What follows belongs to an exercise in optimizing a design on an open flow for small area; a production flow would make more cautious choices.
Only simulation tests tie the RTL to the original design; equivalence was not proved.
The clock input has no modelled driver; a real chip could not lean on it and would need a root buffer or a full tree.

the reference run:
Design lab8, start of the top module:
module lab8 (input logic [3:0] num,
        input [3:0] sel,
        input logic write, reset, clk, direction,
        output logic an0, an1, an2, an3, an4, an5, an6, an7,
        output logic segA, segB, segC, segD, segE, segF, segG);
export LEC_CHECK = 0
export CAP_MARGIN = 20
export CORE_MARGIN = 2
export CORE_UTILIZATION = 75
export GPL_TIMING_DRIVEN = 0
export SLEW_MARGIN = 20
create_clock -name core_clock -period 10.0 [get_ports {clk}]
standard.sh (not shown) runs the stock make flow with config.mk's settings and CLKGATE_MAP_FILE= SYNTH_SCRIPT=/design/flow/synth_recipe.tcl, a recipe that flattens the netlist after the stock synthesis.
==> flow/flow/run.sh <==
#!/bin/bash
# Own layout flow: the standard flow (standard.sh, ORFS) with
#  - synthesis through flow/synth.tcl (area-only ABC script, no adder
#    extraction, smallest drive strengths), registers unchanged;
#  - port buffers of the smallest buffer cell;
#  - a clock tree made by hand (clock.tcl): the clock port drives four
#    clock buffers, each driving a group of nearby flip-flops.
# Each step's full output goes to a log file in this folder.
set -euo pipefail
W=$(pwd)
export MYFLOW=$W/flow
sed "s#SYNTH_SCRIPT=[^ ]*#SYNTH_SCRIPT=$W/flow/synth.tcl#" standard.sh > own_standard.sh
grep -q "SYNTH_SCRIPT=$W/flow/synth.tcl" own_standard.sh
KNOBS=(
  "ADDER_MAP_FILE="
  "BUFFER_PORTS_ARGS=-buffer_cell sky130_fd_sc_hd__buf_1"
  "PRE_CTS_TCL=$W/flow/clock.tcl"
)
export MY_CLK_BUF=sky130_fd_sc_hd__clkbuf_8
export MY_CLK_GROUPS=4
bash own_standard.sh "${KNOBS[@]}" synth > log_synth.txt 2>&1
bash own_standard.sh "${KNOBS[@]}" floorplan > log_floorplan.txt 2>&1
bash own_standard.sh "${KNOBS[@]}" place > log_place.txt 2>&1
bash own_standard.sh "${KNOBS[@]}" cts > log_cts.txt 2>&1
bash own_standard.sh "${KNOBS[@]}" finish > log_finish.txt 2>&1
test -f out/final.def
==> flow/flow/area10.abc <==
strash; &get -n; &fraig -x; &put; dc2; resub -K 8 -N 2; dc2; resub -K 10 -N 2; dc2; resub -K 12 -N 2; dc2; dch -f; amap; topo
==> flow/flow/area11.abc <==
strash; &get -n; &fraig -x; &put; dc2; resub -K 8 -N 2; dc2; resub -K 10 -N 2; dc2; resub -K 12 -N 2; dc2; dch -f; amap -F 10 -A 30; topo
==> flow/flow/area12.abc <==
strash; &get -n; &fraig -x; &put; dc2; resub -K 8 -N 2; dc2; resub -K 10 -N 2; dc2; resub -K 12 -N 2; dc2; &get -n; &dch -f; &nf -R 1000; &put; &get -n; &dch -f; &nf -R 1000; &put
==> flow/flow/area13.abc <==
strash; &get -n; &fraig -x; &put; dc2; resub -K 8 -N 2; dc2; resub -K 10 -N 2; dc2; resub -K 12 -N 2; dc2; &get -n; &dch -f; &nf -R 2000 -E 100; &put
==> flow/flow/clock.tcl <==
# PRE_CTS_TCL hook: the clock tree by hand. The clock port drives
# MY_CLK_GROUPS buffers of type MY_CLK_BUF, each placed at the centre of a
# group of nearby flip-flops and driving their clock pins (groups by k-means
# on the flip-flops' places). TritonCTS is then skipped; the rest of ORFS's
# CTS step (placement legalisation, timing repair) runs as usual.
set db [ord::get_db]
set block [ord::get_db_block]
set master [$db findMaster $::env(MY_CLK_BUF)]
set k $::env(MY_CLK_GROUPS)
set clknet [[$block findBTerm clk] getNet]
set sinks {}
foreach it [$clknet getITerms] {
    set loc [[$it getInst] getLocation]
    lappend sinks [list $it [lindex $loc 0] [lindex $loc 1]]
}
set sinks [lsort -real -index 1 $sinks]
set n [llength $sinks]
# start: k groups by x order, then k-means
set centres {}
for {set g 0} {$g < $k} {incr g} {
    set s [lindex $sinks [expr {int(($g + 0.5) * $n / $k)}]]
    lappend centres [list [lindex $s 1] [lindex $s 2]]
}
for {set iter 0} {$iter < 20} {incr iter} {
    set members {}
    for {set g 0} {$g < $k} {incr g} { lappend members {} }
    foreach s $sinks {
        set best 0
        set bd 1e30
        for {set g 0} {$g < $k} {incr g} {
            set c [lindex $centres $g]
            set d [expr {abs([lindex $s 1] - [lindex $c 0]) + abs([lindex $s 2] - [lindex $c 1])}]
            if {$d < $bd} { set bd $d; set best $g }
        }
        lset members $best [concat [lindex $members $best] [list $s]]
    }
    set centres {}
    for {set g 0} {$g < $k} {incr g} {
        set sx 0.0; set sy 0.0; set m [llength [lindex $members $g]]
        foreach s [lindex $members $g] { set sx [expr {$sx + [lindex $s 1]}]; set sy [expr {$sy + [lindex $s 2]}] }
        if {$m > 0} { lappend centres [list [expr {$sx / $m}] [expr {$sy / $m}]] } else { lappend centres {0 0} }
    }
}
for {set g 0} {$g < $k} {incr g} {
    set ms [lindex $members $g]
    if {[llength $ms] == 0} { continue }
    set inst [odb::dbInst_create $block $master "clkbuf_own_$g"]
    set net [odb::dbNet_create $block "clknet_own_$g"]
    $net setSigType CLOCK
    [$inst findITerm A] connect $clknet
    [$inst findITerm X] connect $net
    foreach s $ms {
        set it [lindex $s 0]
        $it disconnect
        $it connect $net
    }
    set c [lindex $centres $g]
    $inst setLocation [expr {int([lindex $c 0])}] [expr {int([lindex $c 1])}]
    $inst setPlacementStatus PLACED
    puts "clock buffer clkbuf_own_$g drives [llength $ms] flip-flops"
}
$clknet setSigType CLOCK
global_connect
rename clock_tree_synthesis ""
proc clock_tree_synthesis {args} {
    puts "TritonCTS skipped: clock tree made by hand in clock.tcl"
    set_propagated_clock [all_clocks]
}
Other scripts of this flow, unchanged in this note and not shown: flow/flow/area1.abc, flow/flow/area2.abc, flow/flow/area3.abc, flow/flow/area4.abc, flow/flow/area5.abc, flow/flow/area6.abc, flow/flow/area7.abc, flow/flow/area8.abc, flow/flow/area9.abc, flow/flow/downsize.tcl, flow/flow/synth.tcl
The reference run | status: complete | timing, DRC, antenna: pass
Setup changes, the reference run to the trial run
diff --git a/flow/flow/run.sh b/flow/flow/run.sh
--- a/flow/flow/run.sh
+++ b/flow/flow/run.sh
@@ -18,5 +18,5 @@
 )
 export MY_CLK_BUF=sky130_fd_sc_hd__clkbuf_8
-export MY_CLK_GROUPS=4
+export MY_CLK_GROUPS=3
 bash own_standard.sh "${KNOBS[@]}" synth > log_synth.txt 2>&1
 bash own_standard.sh "${KNOBS[@]}" floorplan > log_floorplan.txt 2>&1
removed: flow/flow/area10.abc
removed: flow/flow/area11.abc
removed: flow/flow/area12.abc
removed: flow/flow/area13.abc
Results
- Measured against the trial run, the count of multi-input combinational gates of the reference run comes out at 0.914 times the reference value.
- Delta (the trial run minus the reference run): post-route cell area increased about 0.9%, worst setup slack decreased 30 ps, post-synthesis instance area increased about 1.5%, aggregate routed wire length decreased about 3%.
In every run of this note, the design's own scripts or RTL, not TritonCTS, make the clock network.

[what the ideal ports hide]
The results above use ideal ports. As a check the final layouts listed here were re-extracted and re-timed, cells and wires unchanged.
Step 1: set_driving_cell puts a clkbuf_16 on clk and a buf_2 on each other input, an assumption about the parent block.
Step 2 adds t to the input delays and takes it off the output delays; t is the mean of the earliest and latest rising clock arrival at the registers after step 1. Input paths then give back, and output paths get back, about the clock's delay inside the block.
Three values: ideal ports, drivers, drivers and shift; two values: the first two.
run | t, ns | setup slack, ns | latest minus earliest clock arrival (ns) | cell pins on the clock port's net
the reference run | 0.202 | 0.627 / 0.605 / 0.605 | 0.002 / 0.002 | 4
the trial run | 0.210 | 0.597 / 0.574 / 0.574 | 0.012 / 0.012 | 3
After both steps setup and hold are still met in every run listed. The setup slack of the trial run, which loses most, moves by -0.023 ns with the drivers and by -0.023 ns with both steps.
